Source: an optimization exercise on an open RTL-to-GDS flow (aim: small area and a short achievable clock period). Production flows keep margins and buffers that such runs may drop.
The RTL was checked by simulation tests, not by an equivalence proof against the original design.
Power and IR drop assume default switching activity. The clock port is modelled as an ideal driver; clocking choices that lean on that would not hold on a real chip.

## flow/design.v

```verilog
module VDC(
    input               clock,
    input               reset,    
    output logic [11:0] cnt,
    output logic [11:0] rev,
    output logic [11:0] nxt,      
    output logic        last      
);
logic [11:0] carry;
always_comb begin
    for (int i = 0; i < 12; i++) rev[i] = cnt[11-i];
end
assign carry[0] = 1'b1;
for (genvar i = 1; i < 12; i++) begin : g_carry
    assign carry[i] = &cnt[i-1:0];
end
assign nxt  = cnt ^ carry;
assign last = &cnt;
always_ff @(posedge clock)
    if (reset) cnt <= 12'd1;
    else       cnt <= nxt;
endmodule
module HWA(
    input [12:0]        in,
    input               clock_d,
    input               clock_s,
    output logic [12:0] out,
    output logic        done
);
localparam [10:0] SGN = 11'b01010001010;    
logic [11:0] l12 [0:21];
logic [9:0]  l10 [22:25];
logic [7:0]  l8  [26:29];
logic [4:0]  l5  [30:33];
logic [1:0]  l2  [34:37];
logic [11:0] q;       
logic [11:0] rq;      
logic        qlast;   
logic [10:0] seg1;    
logic [11:0] tapv;    
logic        bit_r;   
VDC vdc(.clock(clock_d), .reset(clock_s), .cnt(q), .rev(rq), .nxt(), .last(qlast));
logic [4:0] e30;
assign e30 = (&l8[29][7:3]) ? 5'd31 : l8[29][7:3] + {4'd0, |l8[29][2:0]};
logic [1:0] r34;
assign r34 = (&l5[33][4:3]) ? 2'd3 : l5[33][4:3] + {1'b0, |l5[33][2:0]};
logic [10:0] seg_n;
always_comb begin
    logic [11:0] ge;      
    ge[0]  = 1'b1;
    ge[1]  = q >= 12'd2;
    ge[2]  = q >= 12'd23;
    ge[3]  = q >= 12'd101;
    ge[4]  = q >= 12'd338;
    ge[5]  = q >= 12'd1281;
    ge[6]  = q >= 12'd2814;
    ge[7]  = q >= 12'd3756;
    ge[8]  = q >= 12'd3993;
    ge[9]  = q >= 12'd4071;
    ge[10] = q >= 12'd4092;
    ge[11] = q == 12'd4095;   
    for (int s = 0; s < 11; s++) seg_n[s] = ge[s] & ~ge[s+1];
    seg_n[0] = seg_n[0] | ge[11];
end
always_comb
    tapv   = ({12{seg1[0]}}  & {l2[37], 10'b0})
           | ({12{seg1[1]}}  & {l5[33], 7'b0})
           | ({12{seg1[2]}}  & {l8[29], 4'b0})
           | ({12{seg1[3]}}  & {l10[25], 2'b0})
           | ({12{seg1[4]}}  & l12[21])
           | ({12{seg1[5]}}  & l12[19])
           | ({12{seg1[6]}}  & {l12[17][11:1], 1'b0})
           | ({12{seg1[7]}}  & {l12[13][11:3], 3'b0})
           | ({12{seg1[8]}}  & {l12[9][11:5], 5'b0})
           | ({12{seg1[9]}}  & {l12[5][11:7], 7'b0})
           | ({12{seg1[10]}} & {l12[1][11:10], 10'b0});
logic gt;
always_comb begin
    logic [11:0] g1, p1;
    logic [5:0]  g2, p2;
    logic [2:0]  g3, p3;
    for (int i = 0; i < 12; i++) begin
        g1[i] = tapv[i] & ~rq[i];
        p1[i] = tapv[i] | ~rq[i];
    end
    for (int i = 0; i < 6; i++) begin
        g2[i] = g1[2*i+1] | (p1[2*i+1] & g1[2*i]);
        p2[i] = g1[2*i+1] | (p1[2*i+1] & p1[2*i]);
    end
    for (int i = 0; i < 3; i++) begin
        g3[i] = g2[2*i+1] | (p2[2*i+1] & g2[2*i]);
        p3[i] = g2[2*i+1] | (p2[2*i+1] & p2[2*i]);
    end
    gt = g3[2] | (p3[2] & g3[1]) | (p3[2] & p3[1] & g3[0]);
end
logic [12:0] acc_carry;
assign acc_carry[0] = bit_r;
for (genvar i = 1; i < 13; i++) begin : g_acc_carry
    assign acc_carry[i] = bit_r & (&out[i-1:0]);
end
always_ff @(posedge clock_d) begin
    if (clock_s) begin
        l12[0] <= in[11:0];
        for (int j = 1; j < 22; j++) l12[j] <= l12[j-1];
        l10[22] <= {l12[21][11:3], |l12[21][2:0]};
        for (int j = 23; j < 26; j++) l10[j] <= l10[j-1];
        l8[26] <= {l10[25][9:3], |l10[25][2:0]};
        for (int j = 27; j < 30; j++) l8[j] <= l8[j-1];
        l5[30] <= e30;
        for (int j = 31; j < 34; j++) l5[j] <= l5[j-1];
        l2[34] <= r34;
        for (int j = 35; j < 38; j++) l2[j] <= l2[j-1];
    end
end
always_ff @(posedge clock_d) begin
    if (clock_s) begin
        out   <= 13'd0;
        done  <= 1'b0;
        seg1  <= 11'd1;                    
        bit_r <= |l2[36];                  
    end else begin
        out   <= out ^ acc_carry;
        done  <= qlast;
        seg1  <= seg_n;
        bit_r <= gt ^ |(seg1 & SGN);
    end
end
endmodule
```

## flow/config.mk

```make
export PLATFORM = sky130hd
export DESIGN_NAME = HWA
export DESIGN_NICKNAME = HWA
export VERILOG_FILES = /design/flow/design.v
export SDC_FILE = /design/flow/constraint.sdc
export NUM_CORES = 4
export LEC_CHECK = 0
export CAP_MARGIN = 0
export CORE_MARGIN = 2
export CORE_UTILIZATION = 50
export CTS_CLUSTER_DIAMETER = 100
export CTS_CLUSTER_SIZE = 28
export SETUP_SLACK_MARGIN = 4.3
export SLEW_MARGIN = 0
export SYNTH_MEMORY_MAX_BITS = 32768
```

## flow/standard.sh

```bash
#!/bin/bash
# synth_recipe.tcl (not shown) runs the flow's synth.tcl, then flattens the netlist and writes it again
# the make line also repeats each setting of config.mk as NAME=value (left out here)
make -C /OpenROAD-flow-scripts/flow DESIGN_CONFIG=/design/flow/config.mk WORK_HOME=/design/flow/orfs CLKGATE_MAP_FILE= SYNTH_SCRIPT=/design/flow/synth_recipe.tcl "${@:-finish}"
```

## flow/constraint.sdc

```tcl
create_clock -name core_clock -period 6.5 [get_ports {clock_d}]
set_input_delay 1.3000 -clock core_clock [delete_from_list [all_inputs] [get_ports {clock_d}]]
set_output_delay 1.3000 -clock core_clock [all_outputs]
set_load 0.01 [all_outputs]
```

## flow/flow/run.sh

```bash
#!/bin/bash
# The standard layout (standard.sh) with two changes: the port buffers are
# placed as the smallest buffer (timing repair upsizes the ones that need it),
# and clock tree synthesis adds no dummy loads.
# ORFS writes each step's log under orfs/logs/; the make output goes to standard.log.
set -o pipefail
bash standard.sh \
  "BUFFER_PORTS_ARGS=-buffer_cell sky130_fd_sc_hd__buf_1" \
  "CTS_ARGS=-sink_clustering_enable -repair_clock_nets -sink_clustering_size 28 -sink_clustering_max_diameter 100 -dont_use_dummy_load" \
  finish > standard.log 2>&1
```

==> results of run 1 <==
==> per-layer routing <==
metal / wire (um) / vias up
li1: - / 2642
met1: 9010 / 2900
met2: 8990 / 138
met3: 1160 / 28
met4: 431 / 0
met5: 0 / -
==> synth_stat cells (all sizes together) (4+ instances only) <==
cell type	n	area, um2
nand2	18	67.6
inv	7	26.3
nor2b	6	37.5
maj3	4	41.3
xnor2	12	105
nand3	9	45.0
and3	12	75.1
ha	10	125
edfxtp	364	10900
nor3	5	25.0
clkbuf	10	37.5
nor3b	4	30.0
a22oi	15	113
nor2	37	139
a31oi	4	25.0
a221oi	6	52.6
a21oi	10	53.8
dfxtp	38	761
a22o	6	52.6
xor2	7	61.3
a222oi	9	90.1
buf	9	58.8
or3	5	31.3
==> final cells by class <==
type / count / share of cell area
timing repair buffer: 55 / 0.0361
sequential: 402 / 0.799
clock buffer: 18 / 0.0306
inverter: 7 / 0.00179
tap: 335 / 0.0285
multi-input combinational: 222 / 0.104
antenna: 1 / 0.000170
==> repair_timing <==
item | 4_1_cts | 5_1_grt
endpoints found under the setup margin | 357 | 18
buffers inserted | 23 | 1
gates resized for setup | 63 | 11
endpoints found under the hold margin | 0 | 0
gates cloned | 2 | 0
pin swaps | 9 | 6
==> power breakdown <==
| group | internal [uW] | leakage (uW) | switching (uW) | total (uW) |
|---|---|---|---|---|
| combinational | 51.1 | 0.000840 | 79.0 | 130 |
| sequential | 2970 | 0.00388 | 58.2 | 3030 |
| clock | 500 | 0.000222 | 696 | 1200 |
| total | 3530 | 0.00494 | 833 | 4360 |
==> cell families (layout without fill, tap and decap cells) <==
family,count (synthesis),count (layout),share of synthesized area
DFF,402,402,0.878
and+or+nand+nor,113,113,0.0429
AOI/OAI and AO/OA,76,76,0.0448
buffers and inverters,26,80,0.00921
xor gates and xnor gates,19,19,0.0125
adders and majority gates,14,14,0.0125
other,0,1,0
==> sequential cells by signal, summed over array words and instances, names as in the netlist, 8 cells and up <==
name and count:
l10 40, l12 264, l2 8, l5 20
l8 32, out 13, seg1 11, vdc.cnt 12
==> how the worst min path moves through the flow <==
stage                     from    endpoint  slack [ns]  cells after the start
CTS                 l12[18][7]  l12[19][7]        0.37                      0
detailed placement  l10[22][2]  l10[23][2]        0.40                      0
global placement     l12[2][5]   l12[3][5]        0.40                      0
floorplan           l10[22][0]  l10[23][0]        0.40                      0
global route         l12[1][7]   l12[2][7]        0.39                      0
finish              l12[18][7]  l12[19][7]        0.37                      0
==> stage by stage <==
stage	setup slack (ns)	cells	total power, uW
3_3_place_gp	3.35	995	3190
6_report	4.23	1040	4360
3_5_place_dp	3.26	995	3200
4_1_cts	4.20	1038	4420
5_1_grt	4.18	1039	4530
2_1_floorplan	4.39	650	3120
==> impl_metrics.ini, run 1 <==
[route]
drc = 0
firstDrtPassIters = 16
routed_wl_um = 19600
drtIter0Drc = 587
vias = 5708
vias_per_cell = 5.49
ant_nets = 0
wire_per_inst_um = 18.8

[critical_path]
cp-start-kind = flop
cp.depth = 1
r2r_end = bit_r
path_cells = buf_6
ff2ff_path_depth = 8
r2r_slack_ns = 4.32
crit_path_end_kind = output port
timing.rr.start = seg1[3]
crit_end = out[4]
path_buf_inv = 1
worstPathArrival_ns = 0.97
cp_data_required_time_ns = 5.20
startpoint = out[4]
crit_type = flop to output port
critPathSlowestCell = dfxtp_2
max_stage_delay_ns = 0.34
critPathMaxFanout = 2
cp_top_family = flip-flops

[sta]
final.setup.tns_ns = 0
max_freq_mhz = 440
rsz0062_at_grt = true
min_period_over_period = 0.350
slew_headroom = 0.696
final-setup-viol-count = 0
skew_ns = 0.0412
finalHoldViolCount = 0
slew_violations = 0
period_needed_ns = 2.27
holdWs_ns = 0.372
worst_slew_pin_slew_ns = 0.455

[cts]
clkTransAtPathRegs_ns = 0.10
ctsHtreeMaxLevel = 1
cts_hold_buf = 0
cts_tree = done
cts_buffer_depth = 3
cts-root-buf = clkbuf_16
clock_latency_ns = 0.52
cts_buffers = 18
cts_sinks = 402

[placed_design]
dp_hpwl_um = 10500
gp_congestion = 0.781
port_buffers = 27
placed_area_um2 = 13800

[logic_synthesis]
synth.avg_cell_area_um2 = 20.5
yosys_most_used_dff = edfxtp_1
ys_ff_latch = 402
synth-edff-count = 364
ys_types = 55
yosysSeqAreaShare = 0.878
syn_area_um2 = 13300
synth_warnings = 7
syn-num-nets = 675
synth_cells = 650
async_flop_share = 0

[floorplan]
fp.coreArea_um2 = 26100
dieArea_um2 = 27900
rows = 59
die_height_um = 167
io_pins = 29
initial_core_util = 0.509
fp.dieW_um = 167

[final_layout]
multiInputGateArea_um2 = 1530
fin_util = 0.562
drive_gt1_frac = 0.139
final_common_cell = edfxtp_1
nets = 731
design_area_um2 = 14700
layout_common_cells = 364 x edfxtp_1, 36 x nor2_1, 22 x buf_4
register_area_um2 = 11700
nFillCells = 1992
syn_to_final_growth_pct = 10.4

[global_routing]
use_met1 = 0.205
top_usage_layer = met2
grtUsageTotal = 0.139
grt_use_met3 = 0.0279
grt-ovfl-total = 0
grt_pass1_wl_um = 30600
grt_pass1_vias = 5541
grt_max_degree = 88
grtUsageMet2 = 0.214
antenna_found_initial = 1

[job]
max-cap-violations = 0

[pwr]
irDropWorstVdd_v = 0.000210
p_leak_uw = 0.00494
powerDensity_nw_per_um2 = 297

[hold_path]
min_path_type = flop to flop

[status]
status = no timing/DRC/antenna violations
==> inputs of run 2 (changes only) <==
--- a/flow/config.mk
+++ b/flow/config.mk
@@ -7,7 +7,7 @@
 export LEC_CHECK = 0
 export CAP_MARGIN = 0
 export CORE_MARGIN = 2
-export CORE_UTILIZATION = 50
+export CORE_UTILIZATION = 40
 export CTS_CLUSTER_DIAMETER = 100
 export CTS_CLUSTER_SIZE = 28
 export SETUP_SLACK_MARGIN = 4.3
==> impl_metrics.ini, run 2 <==
[logic_synthesis]
ys_ff_latch = 402
synth_cells = 650
syn_area_um2 = 13300
synth_warnings = 7
yosys_most_used_dff = edfxtp_1
ys_types = 55
yosysSeqAreaShare = 0.878
async_flop_share = 0
synth-edff-count = 364
yosysMostFrequentCell = edfxtp_1
synth_top_area_cell = edfxtp_1
synth_common_cells = 364 x edfxtp_1, 38 x dfxtp_1, 37 x nor2_1, 18 x nand2_1, 15 x a22oi_1
synth.avg_cell_area_um2 = 20.5
syn-num-nets = 675
synth_top_area_frac = 0.821
synthTopCellsByArea = edfxtp_1 82%, dfxtp_1 5.7%, nor2_1 1.0%

[critical_path]
startpoint = out[9]
cp-start-kind = flop
critPathSlowestCell = dfxtp_2
r2r_end = bit_r
cp_data_required_time_ns = 5.20
max_stage_delay_ns = 0.37
crit_type = flop to output port
path_cells = buf_6
r2r_slack_ns = 4.28
timing.rr.start = seg1[5]
crit_path_end_kind = output port
cp_top_family = flip-flops
worstPathArrival_ns = 0.97
ff2ff_path_depth = 8
critPathMaxFanout = 3
path_buf_inv = 1

[placed_design]
placed_area_um2 = 13900
port_buffers = 27
pre_cts_ws_ns = 3.16
place_inst = 1102
dp_hpwl_um = 10600
gp_congestion = 0.858

[sta]
slew_headroom = 0.680
max_freq_mhz = 440
final-setup-viol-count = 0
min_period_over_period = 0.349
period_needed_ns = 2.27
slew_violations = 0
finalHoldViolCount = 0
final.setup.tns_ns = 0
rsz0062_at_grt = true
setup_ws_ns = 4.23
skew_ns = 0.0439
worst_slew_pin_slew_ns = 0.480

[cts]
cts_buffers = 18
cts_tree = done
clkTransAtPathRegs_ns = 0.10
ctsHtreeMaxLevel = 1
cts_buffer_depth = 3
cts_sinks = 402
clock_latency_ns = 0.53
cts-root-buf = clkbuf_16

[final_layout]
design_area_um2 = 14800
largest_reg_flops = 264
regMostFlops = l12
syn_to_final_growth_pct = 11.1
reg_top3 = l12 (264), l10 (40), l8 (32)
layout_common_cells = 364 x edfxtp_1, 36 x nor2_1, 23 x buf_4
register_area_um2 = 11700
drive_gt1_frac = 0.128
nFillCells = 2688
diodes = 0
multiInputGateArea_um2 = 1510
final_common_cell = edfxtp_1
nets = 730
fin_cells = 1145

[global_routing]
grt-ovfl-total = 0
antenna_found_initial = 0
grt_pass1_vias = 5640
grtUsageTotal = 0.111
grt_max_degree = 88
grt_pass1_wl_um = 30900

[hold_path]
min_path_type = flop to flop
holdPathStages = 0
min_to = l12[3][8]
hold_start = l12[2][8]

[route]
routed_wl_um = 19600
drtIter0Drc = 628
wl_met3_um = 1000
wire_per_inst_um = 17.1
ant_nets = 0
firstDrtPassIters = 6
vias_per_cell = 5.01
vias = 5736
highest_layer = met4
m1WireLength_um = 9020
dr_wl_met2_um = 9030
drc = 0

[pwr]
p_leak_uw = 0.00492
powerDensity_nw_per_um2 = 295
finalPower_uw = 4360
irDropWorstVdd_v = 0.000162

[floorplan]
rows = 66
initial_core_util = 0.408
io_pins = 29
fp.coreArea_um2 = 32600
die_height_um = 186
dieArea_um2 = 34800
fp.dieW_um = 186

[status]
status = no timing/DRC/antenna violations

[job]
max-cap-violations = 0
-- run 2: how the worst max path moves through the flow --
stage,end,slack (ns),cells past startpoint
global route,bit_r,4.13,8
finish,out[9],4.23,1
detailed placement,seg1[9],3.16,4
floorplan,bit_r,4.39,4
global placement,seg1[9],3.32,4
CTS,out[9],4.21,1
-- run 2: cell families (layout without fill, tap and decap cells) --
family	count (synthesis)	count (layout)	synth area share
xor+xnor	19	19	0.0125
fa+ha+maj	14	14	0.0125
flops	402	402	0.878
compound gates	76	76	0.0448
simple gates	113	113	0.0429
buf+inv	26	79	0.00921
-- run 2: layer usage --
metal  up-vias  GRT usage
met3        35     0.0211
met4         0     0.0348
met2       143      0.174
li1       2637          -
met1      2921      0.159
met5         -          0
-- run 2: what timing repair did --
item	in CTS	in global routing
setup endpoints to repair	348	17
hold buffers	0	0
setup buffers	21	2
gates cloned	2	0
pin swaps	6	3
gates resized for setup	61	4
-- run 2: worst register-to-register path, cell delays in order (launching register included) --
cell and delay (ns):
dfxtp_4 0.41, buf_4 0.15, a222oi_1 0.35, maj3_1 0.24, a21oi_1 0.04, o31a_1 0.36, o31ai_4 0.27, a21oi_2 0.08
o31a_1 0.23
-- run 2: report_power, final --
group	total [uW]	internal, uW	switching [uW]	leakage, uW
logic	130	51.2	78.7	0.000826
clock network	1200	500	698	0.000222
registers	3030	2970	58.6	0.00388
-- run 2: layout make-up --
class / count / share of cell area
well taps: 442 / 0.0374
clock buffers: 18 / 0.0304
multi-input cells: 222 / 0.102
flip-flops and latches: 402 / 0.793
inverters: 7 / 0.00178
repair buffers: 54 / 0.0348
-- run 2: through the flow --
step / utilization / hold WS (ns)
2_1_floorplan: - / 0.400
5_1_grt: 0.454 / 0.381
6_report: 0.454 / 0.367
4_1_cts: 0.453 / 0.365
3_5_place_dp: 0.427 / 0.405
3_3_place_gp: 0.427 / 0.401
==> inputs of run 3 (changes only) <==
--- a/flow/design.v
+++ b/flow/design.v
@@ -38,6 +38,8 @@
 logic        qlast;   
 logic [10:0] seg1;    
 logic [11:0] tapv;    
+logic        gt_r;    
+logic        sgn_r;   
 logic        bit_r;   
 VDC vdc(.clock(clock_d), .reset(clock_s), .cnt(q), .rev(rq), .nxt(), .last(qlast));
 logic [4:0] e30;
@@ -93,6 +95,7 @@
     end
     gt = g3[2] | (p3[2] & g3[1]) | (p3[2] & p3[1] & g3[0]);
 end
+assign bit_r = gt_r ^ sgn_r;
 logic [12:0] acc_carry;
 assign acc_carry[0] = bit_r;
 for (genvar i = 1; i < 13; i++) begin : g_acc_carry
@@ -117,12 +120,14 @@
         out   <= 13'd0;
         done  <= 1'b0;
         seg1  <= 11'd1;                    
-        bit_r <= |l2[36];                  
+        gt_r  <= |l2[36];                  
+        sgn_r <= SGN[0];
     end else begin
         out   <= out ^ acc_carry;
         done  <= qlast;
         seg1  <= seg_n;
-        bit_r <= gt ^ |(seg1 & SGN);
+        gt_r  <= gt;
+        sgn_r <= |(seg1 & SGN);
     end
 end
 endmodule
--- a/flow/config.mk
+++ b/flow/config.mk
@@ -10,6 +10,6 @@
 export CORE_UTILIZATION = 40
 export CTS_CLUSTER_DIAMETER = 100
 export CTS_CLUSTER_SIZE = 28
-export SETUP_SLACK_MARGIN = 4.3
+export SETUP_SLACK_MARGIN = 4.25
 export SLEW_MARGIN = 0
 export SYNTH_MEMORY_MAX_BITS = 32768
==> impl_metrics.ini, run 3 <==
[critical_path]
crit_type = flop to output port
r2r_end = gt_r
cp_top_family = flip-flops
critPathSlowestCell = dfxtp_2
cp.depth = 1
startpoint = out[2]
timing.rr.start = seg1[8]
r2r_slack_ns = 4.32
cp_data_required_time_ns = 5.20
critPathMaxFanout = 2
cp-start-kind = flop
worstPathArrival_ns = 0.97
crit_end = out[2]
path_buf_inv = 1
crit_path_end_kind = output port
max_stage_delay_ns = 0.34
ff2ff_path_depth = 7
path_cells = buf_6

[global_routing]
grtUsageTotal = 0.109
grt_max_degree = 188
grt_pass1_vias = 5733
antenna_found_initial = 0
grt_pass1_wl_um = 30700
grt-ovfl-total = 0

[final_layout]
nets = 727
fin_cells = 1142
final_common_cell = edfxtp_1
drive_gt1_frac = 0.110
regMostFlops = l12
layout_common_cells = 364 x edfxtp_1, 33 x nor2_1, 21 x a22oi_1
largest_reg_flops = 264
syn_to_final_growth_pct = 9.56
reg_top3 = l12 (264), l10 (40), l8 (32)
diodes = 0

[cts]
cts-root-buf = clkbuf_16
ctsHtreeMaxLevel = 1
cts_hold_buf = 0
cts_sinks = 403
cts_buffer_depth = 3
cts_buffers = 18
clock_latency_ns = 0.52
cts_tree = done
clkTransAtPathRegs_ns = 0.10

[sta]
rsz0062_at_grt = true
finalHoldViolCount = 0
period_needed_ns = 2.27
worst_slew_pin_slew_ns = 0.962
final.setup.tns_ns = 0
max_freq_mhz = 441
slew_headroom = 0.359
min_period_over_period = 0.349
skew_ns = 0.0396
slew_violations = 0
setup_ws_ns = 4.23
final-setup-viol-count = 0

[route]
ant_nets = 0
firstDrtPassIters = 6
wire_per_inst_um = 17.0
vias_per_cell = 5.02
vias = 5732
drc = 0
routed_wl_um = 19400
drtIter0Drc = 603

[logic_synthesis]
synthTopCellsByArea = edfxtp_1 82%, dfxtp_1 5.8%, a22oi_1 1.2%
yosysMostFrequentCell = edfxtp_1
syn_area_um2 = 13400
synth_top_area_cell = edfxtp_1
synth_warnings = 7
synth.avg_cell_area_um2 = 20.4
async_flop_share = 0
ys_ff_latch = 403
synth_common_cells = 364 x edfxtp_1, 39 x dfxtp_1, 33 x nor2_1, 21 x a22oi_1, 18 x nand2_1
synth_top_area_frac = 0.817
synth_cells = 654
ys_types = 50
yosys_most_used_dff = edfxtp_1
yosysSeqAreaShare = 0.876
synth-edff-count = 364
syn-num-nets = 679

[floorplan]
rows = 66
die_height_um = 187
fp.dieW_um = 187
dieArea_um2 = 34900
initial_core_util = 0.409
io_pins = 29
fp.coreArea_um2 = 32700

[pwr]
switchingPower_uw = 841
netSwitchingFraction = 0.192
powerDensity_nw_per_um2 = 298
irDropWorstVdd_v = 0.000197
comb_power_share = 0.028
p_int_uw = 3530
p_clk_frac = 0.276
p_leak_uw = 0.00488
seq_power_share = 0.696

[placed_design]
port_buffers = 27
pre_cts_ws_ns = 3.48
place_inst = 1109
gp_congestion = 0.841
dp_hpwl_um = 10900

[hold_path]
min_path_type = flop to flop
hold_start = l12[0][11]

[job]
max-cap-violations = 0

[status]
status = no timing/DRC/antenna violations
[run 3: cell types whose count changed after synthesis, moves of 3 or more]
| cell | change |
|---|---|
| a22oi_1 | +6 |
| nand4_1 | +5 |
| nand3_1 | +3 |
| buf_2 | -4 |
| nand2b_1 | +3 |
| nor2_1 | -4 |
| clkbuf_8 | +4 |
| inv_1 | +3 |
| a22o_1 | -3 |
| and3_1 | -6 |
[run 3: worst min path at each step]
stage                       endpoint  depth (start not counted)
after floorplan           vdc.cnt[0]                          1
after global placement     l12[2][1]                          0
after detailed placement  l10[25][4]                          0
after CTS                 l12[1][11]                          0
after global routing      l12[1][11]                          0
final                     l12[1][11]                          0
[run 3: routing by layer]
layer	track usage	routed length, um	share of wire
met3	0.0182	860	0.044
met1	0.159	9140	0.47
met5	0	0	0
met4	0.0333	563	0.029
met2	0.169	8810	0.45
[run 3: power groups by stage]
stage                     sequential (uW)  combinational, uW  clock [uW]
final                                3040                123        1210
after global routing                 3060                137        1340
after CTS                            3050                124        1260
after detailed placement             3100                109           0
after global placement               3090                100           0
after floorplan                      3080               45.5           0
[run 3: cell type report]
type                       count  area [um2]
fill                        2774       18100
sequential                   403       11700
multi-input combinational    222        1480
tap                          442         553
clock buffer                  18         450
timing repair buffer          47         392
inverter                      10        37.5
[run 3: timing repair]
action	CTS	global route
setup buffers	12	3
endpoints found under the setup margin	82	56
resized for setup	48	4
endpoints found under the hold margin	0	0
[run 3: metrics by stage]
| stage | hold WS [ns] | instance area [um2] | power, uW | util |
|---|---|---|---|---|
| 2_1_floorplan | 0.392 | 13400 | 3120 | - |
| 3_3_place_gp | 0.401 | 13900 | 3190 | 0.426 |
| 5_1_grt | 0.383 | 14700 | 4540 | 0.448 |
| 3_5_place_dp | 0.405 | 13900 | 3210 | 0.426 |
| 6_report | 0.380 | 14700 | 4370 | 0.448 |
| 4_1_cts | 0.391 | 14600 | 4430 | 0.447 |
[run 3: worst reg2reg max path, delay by kind of cell (launching register included)]
family,cells,cell delay [ns]
compound gates,5,1.16
fa+ha+maj,1,0.25
flops,1,0.48
simple gates,1,0.17
[run 3: logic make-up (layout without fill, tap and decap cells)]
logic type      after synthesis  after routing  synth area share
flops                       403            403             0.876
simple gates                112            112            0.0422
compound gates               76             76            0.0432
buf+inv                      29             75            0.0133
xor+xnor                     20             20            0.0131
fa+ha+maj                    14             14            0.0124
==> inputs of run 4 (changes only) <==
--- a/flow/config.mk
+++ b/flow/config.mk
@@ -7,9 +7,9 @@
 export LEC_CHECK = 0
 export CAP_MARGIN = 0
 export CORE_MARGIN = 2
-export CORE_UTILIZATION = 40
+export CORE_UTILIZATION = 35
 export CTS_CLUSTER_DIAMETER = 100
 export CTS_CLUSTER_SIZE = 28
-export SETUP_SLACK_MARGIN = 4.25
+export SETUP_SLACK_MARGIN = 4.3
 export SLEW_MARGIN = 0
 export SYNTH_MEMORY_MAX_BITS = 32768
==> impl_metrics.ini, run 4 <==
[status]
status = no timing/DRC/antenna violations

[critical_path]
crit_path_end_kind = output port
path_cells = buf_6
critPathMaxFanout = 2
max_stage_delay_ns = 0.36
path_buf_inv = 1
worstPathArrival_ns = 0.97
startpoint = out[3]
cp_top_family = flip-flops
crit_type = flop to output port
cp-start-kind = flop
timing.rr.start = seg1[5]
cp_data_required_time_ns = 5.20
critPathSlowestCell = dfxtp_2

[pwr]
finalPower_uw = 4370
p_leak_uw = 0.00488
irDropWorstVdd_v = 0.000166
powerDensity_nw_per_um2 = 296

[final_layout]
syn_to_final_growth_pct = 10.3
regMostFlops = l12
largest_reg_flops = 264
nets = 724
layout_common_cells = 364 x edfxtp_1, 33 x nor2_1, 21 x a22oi_1
diodes = 0
reg_top3 = l12 (264), l10 (40), l8 (32)
drive_gt1_frac = 0.112
final_common_cell = edfxtp_1

[sta]
setup_ws_ns = 4.23
worst_slew_pin_slew_ns = 0.651
final.setup.tns_ns = 0
period_needed_ns = 2.27
final-setup-viol-count = 0
finalHoldViolCount = 0
min_period_over_period = 0.350
max_freq_mhz = 440
rsz0062_at_grt = true
slew_violations = 0
skew_ns = 0.0536
slew_headroom = 0.566

[route]
routed_wl_um = 19200
firstDrtPassIters = 5
drc = 0
ant_nets = 0
wire_per_inst_um = 15.9
vias = 5661
drtIter0Drc = 516
vias_per_cell = 4.69

[logic_synthesis]
synth_common_cells = 364 x edfxtp_1, 39 x dfxtp_1, 33 x nor2_1, 21 x a22oi_1, 18 x nand2_1
ys_types = 50
syn_area_um2 = 13400
synth-edff-count = 364
synth_top_area_cell = edfxtp_1
yosys_most_used_dff = edfxtp_1
async_flop_share = 0
synth_cells = 654
yosysSeqAreaShare = 0.876
syn-num-nets = 679
synth_warnings = 7
synthTopCellsByArea = edfxtp_1 82%, dfxtp_1 5.8%, a22oi_1 1.2%
synth_top_area_frac = 0.817
yosysMostFrequentCell = edfxtp_1
ys_ff_latch = 403
synth.avg_cell_area_um2 = 20.4

[cts]
cts_buffers = 18
cts-root-buf = clkbuf_16
cts_hold_buf = 0
clock_latency_ns = 0.52
cts_tree = done
cts_sinks = 403
ctsHtreeMaxLevel = 1
cts_buffer_depth = 3
clkTransAtPathRegs_ns = 0.10

[global_routing]
grt_pass1_vias = 5290
grt_pass1_wl_um = 29200
grt_max_degree = 116
antenna_found_initial = 0
grt-ovfl-total = 0
grtUsageTotal = 0.0938

[floorplan]
initial_core_util = 0.355
die_height_um = 199
fp.dieW_um = 199
rows = 71
fp.coreArea_um2 = 37700
dieArea_um2 = 39800
io_pins = 29

[placed_design]
dp_hpwl_um = 11000
gp_congestion = 0.737
pre_cts_ws_ns = 3.12
port_buffers = 27

[hold_path]
min_path_type = flop to flop
hold_start = l12[3][9]

[job]
max-cap-violations = 0
run 4: cell counts after synthesis:
Identical to the previous run, type by type.
run 4: logic make-up (layout without fill, tap and decap cells):
| kind of cell | count (synthesis) | in the layout | share of synthesized area |
|---|---|---|---|
| adder cells (fa/ha/maj) | 14 | 14 | 0.0124 |
| XOR/XNOR | 20 | 20 | 0.0131 |
| AO/OA/AOI/OAI | 76 | 76 | 0.0432 |
| buffers and inverters | 29 | 72 | 0.0133 |
| AND/OR/NAND/NOR | 112 | 112 | 0.0422 |
| flip-flops | 403 | 403 | 0.876 |
run 4: power breakdown:
part	internal, uW	total (uW)	switching, uW
Clock	501	1210	706
Combinational	46.6	123	76.3
Sequential	2980	3040	57.7
run 4: final timing paths:
path                     to  slack (ns)  cells past startpoint
hold / removal    l12[4][9]        0.38                      0
setup reg to reg       gt_r        4.43                      7
setup / recovery     out[3]        4.23                      1
hold reg to reg   l12[4][9]        0.38                      0
run 4: worst register-to-register path: cells and delay by family (launching register included):
kind | cells | cell delay [ns]
compound gates | 5 | 0.86
flops | 1 | 0.58
fa+ha+maj | 1 | 0.35
simple gates | 1 | 0.22
run 4: stage by stage:
| stage | util | std cells | area (um2) | hold slack, ns |
|---|---|---|---|---|
| 2_1_floorplan | - | 654 | 13400 | 0.392 |
| 3_3_place_gp | 0.372 | 1177 | 14000 | 0.400 |
| 3_5_place_dp | 0.372 | 1177 | 14000 | 0.405 |
| 4_1_cts | 0.391 | 1207 | 14700 | 0.377 |
| 5_1_grt | 0.392 | 1208 | 14800 | 0.373 |
| 6_report | 0.392 | 1208 | 14800 | 0.379 |
run 4: final cells by class:
class | instances | area [um2]
sequential | 403 | 11700
fill | 3374 | 22900
inverter | 10 | 37.5
tap | 511 | 639
clock buffer | 18 | 450
multi-input combinational | 222 | 1510
timing repair buffer | 44 | 383
run 4: routing by layer:
metal  global-route usage  share of wire
met4               0.0255          0.024
met5                    0              0
met1                0.138           0.48
met3               0.0176          0.049
met2                0.143           0.45
run 4: repair_timing:
action,CTS,global route
setup endpoints to repair,352,216
gates resized for setup,52,7
setup buffers,12,1
pin swaps,0,1
==> inputs of run 5 (changes only) <==
--- a/flow/config.mk
+++ b/flow/config.mk
@@ -7,7 +7,7 @@
 export LEC_CHECK = 0
 export CAP_MARGIN = 0
 export CORE_MARGIN = 2
-export CORE_UTILIZATION = 35
+export CORE_UTILIZATION = 45
 export CTS_CLUSTER_DIAMETER = 100
 export CTS_CLUSTER_SIZE = 28
 export SETUP_SLACK_MARGIN = 4.3
==> impl_metrics.ini, run 5 <==
[final_layout]
layout_common_cells = 364 x edfxtp_1, 33 x nor2_1, 21 x a22oi_1
nets = 725
fin_util = 0.497
syn_to_final_growth_pct = 9.57
fin_cells = 1088
reg_top3 = l12 (264), l10 (40), l8 (32)
diodes = 0
nFillCells = 2371
final_common_cell = edfxtp_1
drive_gt1_frac = 0.110
regMostFlops = l12
largest_reg_flops = 264

[critical_path]
path_cells = buf_6
ff2ff_path_depth = 7
crit_type = flop to output port
cp-start-kind = flop
worstPathArrival_ns = 0.96
timing.rr.start = seg1[8]
cp_data_required_time_ns = 5.20
critPathSlowestCell = dfxtp_2
startpoint = done
cp_top_family = flip-flops
crit_path_end_kind = output port
critPathMaxFanout = 1
max_stage_delay_ns = 0.34
r2r_end = gt_r
crit_end = done
r2r_slack_ns = 4.37
path_buf_inv = 1
cp.depth = 1

[floorplan]
fp.dieW_um = 176
io_pins = 29
dieArea_um2 = 31100
initial_core_util = 0.454
fp.coreArea_um2 = 29500
die_height_um = 176
rows = 63

[sta]
slew_headroom = 0.609
final-setup-viol-count = 0
worst_slew_pin_slew_ns = 0.587
holdWs_ns = 0.385
skew_ns = 0.0388
finalHoldViolCount = 0
rsz0062_at_grt = true
slew_violations = 0
min_period_over_period = 0.348
setup_ws_ns = 4.24
period_needed_ns = 2.26
final.setup.tns_ns = 0
max_freq_mhz = 442

[placed_design]
port_buffers = 27
gp_congestion = 0.760
dp_hpwl_um = 10400
pre_cts_ws_ns = 3.30
place_inst = 1054

[route]
wire_per_inst_um = 18.0
highest_layer = met4
m1WireLength_um = 9190
drc = 0
vias_per_cell = 5.30
dr_wl_met2_um = 8960
routed_wl_um = 19600
firstDrtPassIters = 6
ant_nets = 0
wl_met3_um = 893
vias = 5766
drtIter0Drc = 622

[logic_synthesis]
synth_common_cells = 364 x edfxtp_1, 39 x dfxtp_1, 33 x nor2_1, 21 x a22oi_1, 18 x nand2_1
synth-edff-count = 364
synth.avg_cell_area_um2 = 20.4
yosys_most_used_dff = edfxtp_1
ys_types = 50
synth_cells = 654
yosysMostFrequentCell = edfxtp_1
syn_area_um2 = 13400
async_flop_share = 0
synth_top_area_frac = 0.817
syn-num-nets = 679
yosysSeqAreaShare = 0.876
synth_warnings = 7
ys_ff_latch = 403
synth_top_area_cell = edfxtp_1
synthTopCellsByArea = edfxtp_1 82%, dfxtp_1 5.8%, a22oi_1 1.2%

[pwr]
powerDensity_nw_per_um2 = 298
p_clk_frac = 0.275
p_leak_uw = 0.00490
seq_power_share = 0.696
switchingPower_uw = 836
p_int_uw = 3530
comb_power_share = 0.029
irDropWorstVdd_v = 0.000198
netSwitchingFraction = 0.191

[cts]
clock_latency_ns = 0.51
cts_buffer_depth = 3
cts_tree = done
clkTransAtPathRegs_ns = 0.11
cts_buffers = 18
cts_sinks = 403
ctsHtreeMaxLevel = 1
cts_hold_buf = 0
cts-root-buf = clkbuf_16

[job]
max-cap-violations = 0

[hold_path]
min_path_type = flop to flop

[global_routing]
antenna_found_initial = 0
grtUsageTotal = 0.127
grt_pass1_vias = 5709
grt_pass1_wl_um = 30900
grt-ovfl-total = 0
grt_max_degree = 221

[status]
status = no timing/DRC/antenna violations
==> run 5: worst min path at each step <==
stage                     from    endpoint  cells after the start
finish              l12[14][9]  l12[15][9]                      0
global route         l12[4][9]   l12[5][9]                      0
CTS                 l12[14][9]  l12[15][9]                      0
detailed placement  l10[23][9]  l10[24][9]                      0
global placement     l12[8][2]   l12[9][2]                      0
floorplan           vdc.cnt[0]  vdc.cnt[0]                      1
==> run 5: cells by family after synthesis <==
| kind of cell | count (synthesis) | share of synthesized area |
|---|---|---|
| xor+xnor | 20 | 0.0131 |
| compound gates | 76 | 0.0432 |
| simple gates | 112 | 0.0422 |
| fa+ha+maj | 14 | 0.0124 |
| buf+inv | 29 | 0.0133 |
| flops | 403 | 0.876 |
==> run 5: cell type report <==
| class | instances | area [um2] | area share |
|---|---|---|---|
| clock buffer | 18 | 450 | 0.0307 |
| multi-input combinational | 222 | 1500 | 0.102 |
| sequential | 403 | 11700 | 0.801 |
| inverter | 10 | 37.5 | 0.00256 |
| timing repair buffer | 45 | 445 | 0.0304 |
| tap | 390 | 488 | 0.0333 |
==> run 5: metrics by stage <==
stage	power, uW	cell area [um2]
final	4370	14700
after global routing	4550	14700
after CTS	4420	14600
after detailed placement	3210	13900
after global placement	3190	13900
after floorplan	3120	13400
==> run 5: power by group through the flow <==
stage	combinational, uW	clock (uW)	sequential (uW)
floorplan	45.5	0	3080
global placement	99.3	0	3090
detailed placement	105	0	3100
global route	144	1350	3060
CTS	124	1250	3050
finish	127	1200	3040
==> run 5: routing by layer <==
metal,vias up,track usage
met5,-,0
met4,0,0.0389
met3,39,0.0189
met2,150,0.198
met1,2940,0.187
li1,2637,-
==> run 5: what timing repair did <==
item,4_1_cts,5_1_grt
endpoints found under the setup margin,240,239
cloned,1,2
resized for setup,48,3
setup buffers,12,1
==> inputs of run 6 (changes only) <==
--- a/flow/config.mk
+++ b/flow/config.mk
@@ -7,7 +7,7 @@
 export LEC_CHECK = 0
 export CAP_MARGIN = 0
 export CORE_MARGIN = 2
-export CORE_UTILIZATION = 45
+export CORE_UTILIZATION = 40
 export CTS_CLUSTER_DIAMETER = 100
 export CTS_CLUSTER_SIZE = 28
 export SETUP_SLACK_MARGIN = 4.3
==> impl_metrics.ini, run 6 <==
[logic_synthesis]
synth_top_area_frac = 0.817
syn-num-nets = 679
yosysMostFrequentCell = edfxtp_1
yosysSeqAreaShare = 0.876
synthTopCellsByArea = edfxtp_1 82%, dfxtp_1 5.8%, a22oi_1 1.2%
synth-edff-count = 364
yosys_most_used_dff = edfxtp_1
synth_common_cells = 364 x edfxtp_1, 39 x dfxtp_1, 33 x nor2_1, 21 x a22oi_1, 18 x nand2_1
synth_warnings = 7
synth_top_area_cell = edfxtp_1
syn_area_um2 = 13400
ys_ff_latch = 403
async_flop_share = 0
synth.avg_cell_area_um2 = 20.4
synth_cells = 654
ys_types = 50

[global_routing]
grt_pass1_vias = 5731
grt_max_degree = 188
grt-ovfl-total = 0
grtUsageTotal = 0.109
antenna_found_initial = 0
grt_pass1_wl_um = 30700

[sta]
setup_ws_ns = 4.24
finalHoldViolCount = 0
final.setup.tns_ns = 0
slew_violations = 0
final-setup-viol-count = 0
slew_headroom = 0.368
skew_ns = 0.0411
max_freq_mhz = 442
min_period_over_period = 0.348
rsz0062_at_grt = true
worst_slew_pin_slew_ns = 0.948
period_needed_ns = 2.26

[route]
drtIter0Drc = 548
ant_nets = 0
routed_wl_um = 19400
vias_per_cell = 4.99
wire_per_inst_um = 17.0
vias = 5701
drc = 0
firstDrtPassIters = 5

[placed_design]
port_buffers = 27
place_inst = 1109
dp_hpwl_um = 10900
pre_cts_ws_ns = 3.48
gp_congestion = 0.841

[hold_path]
min_path_type = flop to flop

[cts]
ctsHtreeMaxLevel = 1
clkTransAtPathRegs_ns = 0.10
cts_hold_buf = 0
cts_buffer_depth = 3
cts_tree = done
cts-root-buf = clkbuf_16
cts_sinks = 403
clock_latency_ns = 0.52
cts_buffers = 18

[floorplan]
dieArea_um2 = 34900
io_pins = 29
fp.coreArea_um2 = 32700
fp.dieW_um = 187
die_height_um = 187
rows = 66
initial_core_util = 0.409

[critical_path]
cp_data_required_time_ns = 5.20
crit_path_end_kind = output port
cp_top_family = flip-flops
worstPathArrival_ns = 0.96
crit_type = flop to output port
cp-start-kind = flop
path_cells = buf_6
critPathSlowestCell = dfxtp_2
path_buf_inv = 1
critPathMaxFanout = 2
max_stage_delay_ns = 0.34

[final_layout]
final_common_cell = edfxtp_1
largest_reg_flops = 264
fin_cells = 1143
reg_top3 = l12 (264), l10 (40), l8 (32)
layout_common_cells = 364 x edfxtp_1, 33 x nor2_1, 21 x a22oi_1
nets = 728
regMostFlops = l12
diodes = 0
drive_gt1_frac = 0.113
syn_to_final_growth_pct = 9.81

[pwr]
finalPower_uw = 4370
irDropWorstVdd_v = 0.000176
powerDensity_nw_per_um2 = 298
p_leak_uw = 0.00489

[status]
status = no timing/DRC/antenna violations

[job]
max-cap-violations = 0
[run 6: worst paths after layout]
check        startpoint    endpoint  slack (ns)  depth (start not counted)
min          l12[0][11]  l12[1][11]        0.38                          0
min reg2reg  l12[0][11]  l12[1][11]        0.38                          0
max              out[2]      out[2]        4.24                          1
max reg2reg     seg1[3]        gt_r        4.38                          7
[run 6: routing by layer]
| metal | vias to the layer above | GRT usage | share of wire |
|---|---|---|---|
| met2 | 151 | 0.169 | 0.45 |
| met3 | 33 | 0.0182 | 0.051 |
| met4 | 0 | 0.0333 | 0.030 |
| met1 | 2879 | 0.159 | 0.47 |
| met5 | - | 0 | 0 |
| li1 | 2638 | - | - |
[run 6: area by class of cell]
class / instances / area (um2)
timing repair buffer: 48 / 413
inverter: 10 / 37.5
multi-input combinational: 222 / 1490
tap: 442 / 553
sequential: 403 / 11700
clock buffer: 18 / 450
fill: 2772 / 18000
[run 6: cell families (layout without fill, tap and decap cells)]
logic type,Yosys count,in the layout,synth area share
buf+inv,29,76,0.0133
simple gates,112,112,0.0422
compound gates,76,76,0.0432
flops,403,403,0.876
xor+xnor,20,20,0.0131
fa+ha+maj,14,14,0.0124
[run 6: report_power, final]
group	internal (uW)	leakage [uW]	switching (uW)
sequential	2980	0.00388	57.8
combinational	46.8	0.000786	77.2
clock	500	0.000222	704
[run 6: timing repair]
action,4_1_cts,5_1_grt
buffers inserted,12,4
setup endpoints to repair,85,87
pin swaps,0,1
gates resized for setup,49,8
[run 6: metrics by stage]
stage                      util  instance area [um2]  hold slack [ns]
after floorplan               -                13400            0.392
after global placement    0.426                13900            0.401
after detailed placement  0.426                13900            0.405
after CTS                 0.447                14600            0.391
after global routing      0.449                14700            0.383
final                     0.449                14700            0.379
==> inputs of run 7 (changes only) <==
--- a/flow/flow/run.sh
+++ b/flow/flow/run.sh
@@ -6,5 +6,5 @@
 set -o pipefail
 bash standard.sh \
   "BUFFER_PORTS_ARGS=-buffer_cell sky130_fd_sc_hd__buf_1" \
-  "CTS_ARGS=-sink_clustering_enable -repair_clock_nets -sink_clustering_size 28 -sink_clustering_max_diameter 100 -dont_use_dummy_load" \
+  "CTS_ARGS=-sink_clustering_enable -repair_clock_nets -sink_clustering_size 24 -sink_clustering_max_diameter 100 -dont_use_dummy_load" \
   finish > standard.log 2>&1
--- a/flow/config.mk
+++ b/flow/config.mk
@@ -9,7 +9,7 @@
 export CORE_MARGIN = 2
 export CORE_UTILIZATION = 40
 export CTS_CLUSTER_DIAMETER = 100
-export CTS_CLUSTER_SIZE = 28
+export CTS_CLUSTER_SIZE = 24
 export SETUP_SLACK_MARGIN = 4.3
 export SLEW_MARGIN = 0
 export SYNTH_MEMORY_MAX_BITS = 32768
==> impl_metrics.ini, run 7 <==
[status]
status = no timing/DRC/antenna violations

[final_layout]
register_area_um2 = 11700
multiInputGateArea_um2 = 1500
layout_common_cells = 364 x edfxtp_1, 33 x nor2_1, 21 x a22oi_1
diodes = 0
nets = 730
final_common_cell = edfxtp_1
reg_top3 = l12 (264), l10 (40), l8 (32)
regMostFlops = l12
nFillCells = 2765
fin_util = 0.451
largest_reg_flops = 264
drive_gt1_frac = 0.118
fin_cells = 1145
syn_to_final_growth_pct = 10.2

[critical_path]
ff2ff_path_depth = 7
cp_data_required_time_ns = 5.20
worstPathArrival_ns = 0.97
cp_top_family = flip-flops
r2r_slack_ns = 4.40
critPathSlowestCell = dfxtp_2
crit_type = flop to output port
critPathMaxFanout = 2
startpoint = out[5]
cp.depth = 1
max_stage_delay_ns = 0.34
timing.rr.start = seg1[2]
path_buf_inv = 1
crit_end = out[5]
cp-start-kind = flop
r2r_end = gt_r
path_cells = buf_6
crit_path_end_kind = output port

[logic_synthesis]
ys_types = 50
synth_warnings = 7
yosys_most_used_dff = edfxtp_1
syn-num-nets = 679
synth_top_area_frac = 0.817
synth_top_area_cell = edfxtp_1
synth-edff-count = 364
yosysMostFrequentCell = edfxtp_1
synth_common_cells = 364 x edfxtp_1, 39 x dfxtp_1, 33 x nor2_1, 21 x a22oi_1, 18 x nand2_1
synthTopCellsByArea = edfxtp_1 82%, dfxtp_1 5.8%, a22oi_1 1.2%
yosysSeqAreaShare = 0.876
synth.avg_cell_area_um2 = 20.4
syn_area_um2 = 13400
ys_ff_latch = 403
synth_cells = 654
async_flop_share = 0

[route]
drtIter0Drc = 602
routed_wl_um = 19500
drc = 0
wire_per_inst_um = 17.0
vias_per_cell = 5.02
ant_nets = 0
vias = 5751
firstDrtPassIters = 7

[cts]
cts_sinks = 403
cts_hold_buf = 0
clkTransAtPathRegs_ns = 0.10
clock_latency_ns = 0.52
cts_buffers = 20
cts-root-buf = clkbuf_16
ctsHtreeMaxLevel = 1
cts_tree = done
cts_buffer_depth = 3

[placed_design]
pre_cts_ws_ns = 3.48
place_inst = 1109
dp_hpwl_um = 10900
port_buffers = 27
gp_congestion = 0.841

[pwr]
switchingPower_uw = 852
p_int_uw = 3580
finalPower_uw = 4440
irDropWorstVdd_v = 0.000187
netSwitchingFraction = 0.192
seq_power_share = 0.686
powerDensity_nw_per_um2 = 301
p_leak_uw = 0.00491
p_clk_frac = 0.286
comb_power_share = 0.028

[sta]
period_needed_ns = 2.27
setup_ws_ns = 4.23
rsz0062_at_grt = true
skew_ns = 0.0173
max_freq_mhz = 440
slew_violations = 0
worst_slew_pin_slew_ns = 0.953
final-setup-viol-count = 0
slew_headroom = 0.365
finalHoldViolCount = 0
final.setup.tns_ns = 0
min_period_over_period = 0.350

[floorplan]
fp.coreArea_um2 = 32700
fp.dieW_um = 187
die_height_um = 187
rows = 66
dieArea_um2 = 34900
initial_core_util = 0.409
io_pins = 29

[job]
max-cap-violations = 0

[hold_path]
min_path_type = flop to flop

[global_routing]
grt_max_degree = 188
grt_pass1_wl_um = 30900
grt_pass1_vias = 5757
grtUsageTotal = 0.110
antenna_found_initial = 0
grt-ovfl-total = 0
==> run 7: cell counts after synthesis <==
No cell type changed its count.
==> run 7: how the worst min path moves through the flow <==
stage                           from    endpoint  slack (ns)  cells past startpoint
after floorplan           vdc.cnt[0]  vdc.cnt[0]        0.39                      1
after global placement     l12[1][1]   l12[2][1]        0.40                      0
after detailed placement  l10[24][4]  l10[25][4]        0.40                      0
after CTS                  l12[4][7]   l12[5][7]        0.41                      0
after global routing      l10[24][5]  l10[25][5]        0.42                      0
final                      l12[4][7]   l12[5][7]        0.41                      0
==> run 7: area by class of cell <==
type,count,area share
inverter,10,0.00255
sequential,403,0.797
timing repair buffer,48,0.0275
clock buffer,20,0.0340
multi-input combinational,222,0.102
tap,442,0.0375
==> run 7: through the flow <==
step,instance area (um2),hold slack (ns)
6_report,14700,0.411
5_1_grt,14700,0.418
4_1_cts,14700,0.413
3_5_place_dp,13900,0.405
3_3_place_gp,13900,0.401
2_1_floorplan,13400,0.392
==> run 7: power groups by stage <==
stage | sequential, uW | clock [uW] | combinational [uW]
finish | 3040 | 1270 | 125
global route | 3060 | 1410 | 139
CTS | 3050 | 1330 | 124
detailed placement | 3100 | 0 | 109
global placement | 3090 | 0 | 100
floorplan | 3080 | 0 | 45.5
==> run 7: timing repair <==
item	in CTS	in global routing
hold endpoints to repair	0	0
buffers inserted	12	4
endpoints found under the setup margin	85	60
gates resized for setup	49	9
pin swaps	0	1
==> run 7: cells by family after synthesis <==
family                   share of synthesized area
adder cells (fa/ha/maj)                     0.0124
AO/OA/AOI/OAI                               0.0432
flip-flops                                   0.876
AND/OR/NAND/NOR                             0.0422
buffers and inverters                       0.0133
XOR/XNOR                                    0.0131
==> run 7: metal layers <==
metal  share of wire  up-vias  GRT usage
met3           0.058       33     0.0193
met5               0        -          0
li1                -     2637          -
met1            0.46     2899      0.158
met4           0.030        0     0.0351
met2            0.46      182      0.171
==> inputs of run 8 (changes only) <==
--- a/flow/flow/run.sh
+++ b/flow/flow/run.sh
@@ -6,5 +6,5 @@
 set -o pipefail
 bash standard.sh \
   "BUFFER_PORTS_ARGS=-buffer_cell sky130_fd_sc_hd__buf_1" \
-  "CTS_ARGS=-sink_clustering_enable -repair_clock_nets -sink_clustering_size 24 -sink_clustering_max_diameter 100 -dont_use_dummy_load" \
+  "CTS_ARGS=-sink_clustering_enable -repair_clock_nets -sink_clustering_size 32 -sink_clustering_max_diameter 100 -dont_use_dummy_load" \
   finish > standard.log 2>&1
--- a/flow/config.mk
+++ b/flow/config.mk
@@ -9,7 +9,7 @@
 export CORE_MARGIN = 2
 export CORE_UTILIZATION = 40
 export CTS_CLUSTER_DIAMETER = 100
-export CTS_CLUSTER_SIZE = 24
+export CTS_CLUSTER_SIZE = 32
 export SETUP_SLACK_MARGIN = 4.3
 export SLEW_MARGIN = 0
 export SYNTH_MEMORY_MAX_BITS = 32768
==> impl_metrics.ini, run 8 <==
[final_layout]
regMostFlops = l12
nFillCells = 2769
layout_common_cells = 364 x edfxtp_1, 33 x nor2_1, 21 x a22oi_1
final_common_cell = edfxtp_1
drive_gt1_frac = 0.112
reg_top3 = l12 (264), l10 (40), l8 (32)
nets = 725
design_area_um2 = 14600
diodes = 0
syn_to_final_growth_pct = 9.42
largest_reg_flops = 264

[hold_path]
min_to = l12[5][7]
min_path_type = flop to flop
hold_start = l12[4][7]
holdPathStages = 0

[cts]
cts_buffer_depth = 3
cts-root-buf = clkbuf_16
cts_buffers = 16
clkTransAtPathRegs_ns = 0.12
cts_tree = done
ctsHtreeMaxLevel = 1
clock_latency_ns = 0.53
cts_sinks = 403

[placed_design]
dp_hpwl_um = 10900
gp_congestion = 0.841
port_buffers = 27
placed_area_um2 = 13900

[floorplan]
dieArea_um2 = 34900
fp.dieW_um = 187
rows = 66
die_height_um = 187
io_pins = 29
fp.coreArea_um2 = 32700
initial_core_util = 0.409

[sta]
max_freq_mhz = 443
slew_violations = 0
min_period_over_period = 0.347
final.setup.tns_ns = 0
final-setup-viol-count = 0
worst_slew_pin_slew_ns = 0.919
skew_ns = 0.0487
slew_headroom = 0.387
holdWs_ns = 0.384
finalHoldViolCount = 0
period_needed_ns = 2.26
rsz0062_at_grt = true

[route]
vias = 5697
vias_per_cell = 5.00
routed_wl_um = 19400
drtIter0Drc = 647
drc = 0
firstDrtPassIters = 5
wire_per_inst_um = 17.0
ant_nets = 0

[logic_synthesis]
synth_warnings = 7
ys_ff_latch = 403
syn-num-nets = 679
synth-edff-count = 364
synth.avg_cell_area_um2 = 20.4
synth_top_area_frac = 0.817
ys_types = 50
yosys_most_used_dff = edfxtp_1
synth_common_cells = 364 x edfxtp_1, 39 x dfxtp_1, 33 x nor2_1, 21 x a22oi_1, 18 x nand2_1
synthTopCellsByArea = edfxtp_1 82%, dfxtp_1 5.8%, a22oi_1 1.2%
yosysMostFrequentCell = edfxtp_1
synth_cells = 654
syn_area_um2 = 13400
yosysSeqAreaShare = 0.876
synth_top_area_cell = edfxtp_1
async_flop_share = 0

[global_routing]
grtUsageTotal = 0.109
antenna_found_initial = 0
grt_max_degree = 188
grt_pass1_wl_um = 30700
grt_pass1_vias = 5738
grt-ovfl-total = 0

[job]
max-cap-violations = 0

[critical_path]
r2r_slack_ns = 4.38
cp_data_required_time_ns = 5.20
path_cells = buf_2
crit_type = flop to output port
startpoint = done
worstPathArrival_ns = 0.96
max_stage_delay_ns = 0.33
crit_path_end_kind = output port
critPathMaxFanout = 1
path_buf_inv = 1
critPathSlowestCell = dfxtp_2
ff2ff_path_depth = 7
timing.rr.start = seg1[3]
cp-start-kind = flop
r2r_end = gt_r
cp_top_family = flip-flops

[pwr]
powerDensity_nw_per_um2 = 294
p_leak_uw = 0.00486
irDropWorstVdd_v = 0.000147

[status]
status = no timing/DRC/antenna violations
[run 8: worst max-delay path by stage]
stage,slack [ns],end,cells past startpoint
finish,4.24,done,1
global route,4.20,out[9],1
floorplan,4.62,gt_r,4
CTS,4.22,done,1
global placement,3.54,gt_r,6
detailed placement,3.48,gt_r,6
[run 8: repair_timing]
item,4_1_cts,5_1_grt
endpoints found under the setup margin,86,34
hold buffers,0,0
setup buffers,12,3
resized for setup,50,8
hold endpoints to repair,0,0
pin swaps,0,1
[run 8: cell type report]
class,count,area [um2],area share
Sequential cell,403,11700,0.802
Multi-Input combinational cell,222,1500,0.103
Clock buffer,16,400,0.0274
Tap cell,442,553,0.0378
Inverter,10,37.5,0.00257
Timing Repair Buffer,47,399,0.0273
[run 8: logic make-up (layout without fill, tap and decap cells)]
group                      Yosys count  in the layout  synth area share
buffers and inverters               29             73            0.0133
and+or+nand+nor                    112            112            0.0422
DFF                                403            403             0.876
xor gates and xnor gates            20             20            0.0131
AOI/OAI and AO/OA                   76             76            0.0432
adders and majority gates           14             14            0.0124
[run 8: where the power goes]
part | total, uW | switching (uW) | internal, uW
clock network | 1140 | 694 | 448
registers | 3040 | 58.0 | 2980
logic | 125 | 77.8 | 47.0
total | 4310 | 829 | 3480
[run 8: stage by stage]
step	std cells	total power, uW	setup slack [ns]	util
floorplan	654	3120	4.62	-
global placement	1109	3190	3.54	0.426
detailed placement	1109	3210	3.48	0.426
CTS	1137	4370	4.22	0.446
global route	1140	4460	4.20	0.447
finish	1140	4310	4.24	0.447
[run 8: routing by layer]
| layer | up-vias | global-route usage | routed length [um] | share of wire |
|---|---|---|---|---|
| met2 | 134 | 0.171 | 8830 | 0.46 |
| met1 | 2892 | 0.156 | 9180 | 0.47 |
| met4 | 0 | 0.0348 | 604 | 0.031 |
| li1 | 2633 | - | - | - |
| met3 | 38 | 0.0173 | 775 | 0.040 |
| met5 | - | 0 | 0 | 0 |

==> afterwards: timing with drivers on the ports <==
How much do the figures lean on ideal ports? The routed layouts below were timed once more, with nothing changed but the port constraints.
Step 1 assumes that a clkbuf_16 drives the clock port and a buf_2 every other input.
Step 2 times the ports against the registers' clock, not the clock port: input delays grow and output delays shrink by t, the midpoint of the rising clock arrivals with the driver on.
Three values: ideal ports, drivers, drivers and shift; two values: the first two.
run	t, ns	setup WS [ns]	hold WS [ns]	clock arrival spread, ns	cell pins on the clock port's net
run 1	0.548	4.226 / 4.179 / 3.909	0.372 / 0.372 / 0.372	0.045 / 0.045	1
run 2	0.553	4.229 / 4.183 / 3.873	0.367 / 0.367 / 0.367	0.045 / 0.044	1
run 3	0.542	4.234 / 4.189 / 3.745	0.380 / 0.380 / 0.380	0.041 / 0.040	1
run 4	0.538	4.228 / 4.181 / 3.811	0.379 / 0.379 / 0.379	0.054 / 0.055	1
run 5	0.538	4.237 / 4.190 / 3.771	0.385 / 0.385 / 0.385	0.041 / 0.040	1
run 6	0.540	4.236 / 4.191 / 3.849	0.379 / 0.379 / 0.379	0.042 / 0.041	1
run 7	0.556	4.228 / 4.181 / 3.831	0.411 / 0.411 / 0.411	0.018 / 0.017	1
run 8	0.552	4.243 / 4.196 / 3.822	0.384 / 0.384 / 0.384	0.052 / 0.052	1
After both steps every run listed still meets setup and hold. The setup slack of run 3, which loses most, moves by -0.045 ns with the drivers and by -0.489 ns with both steps.
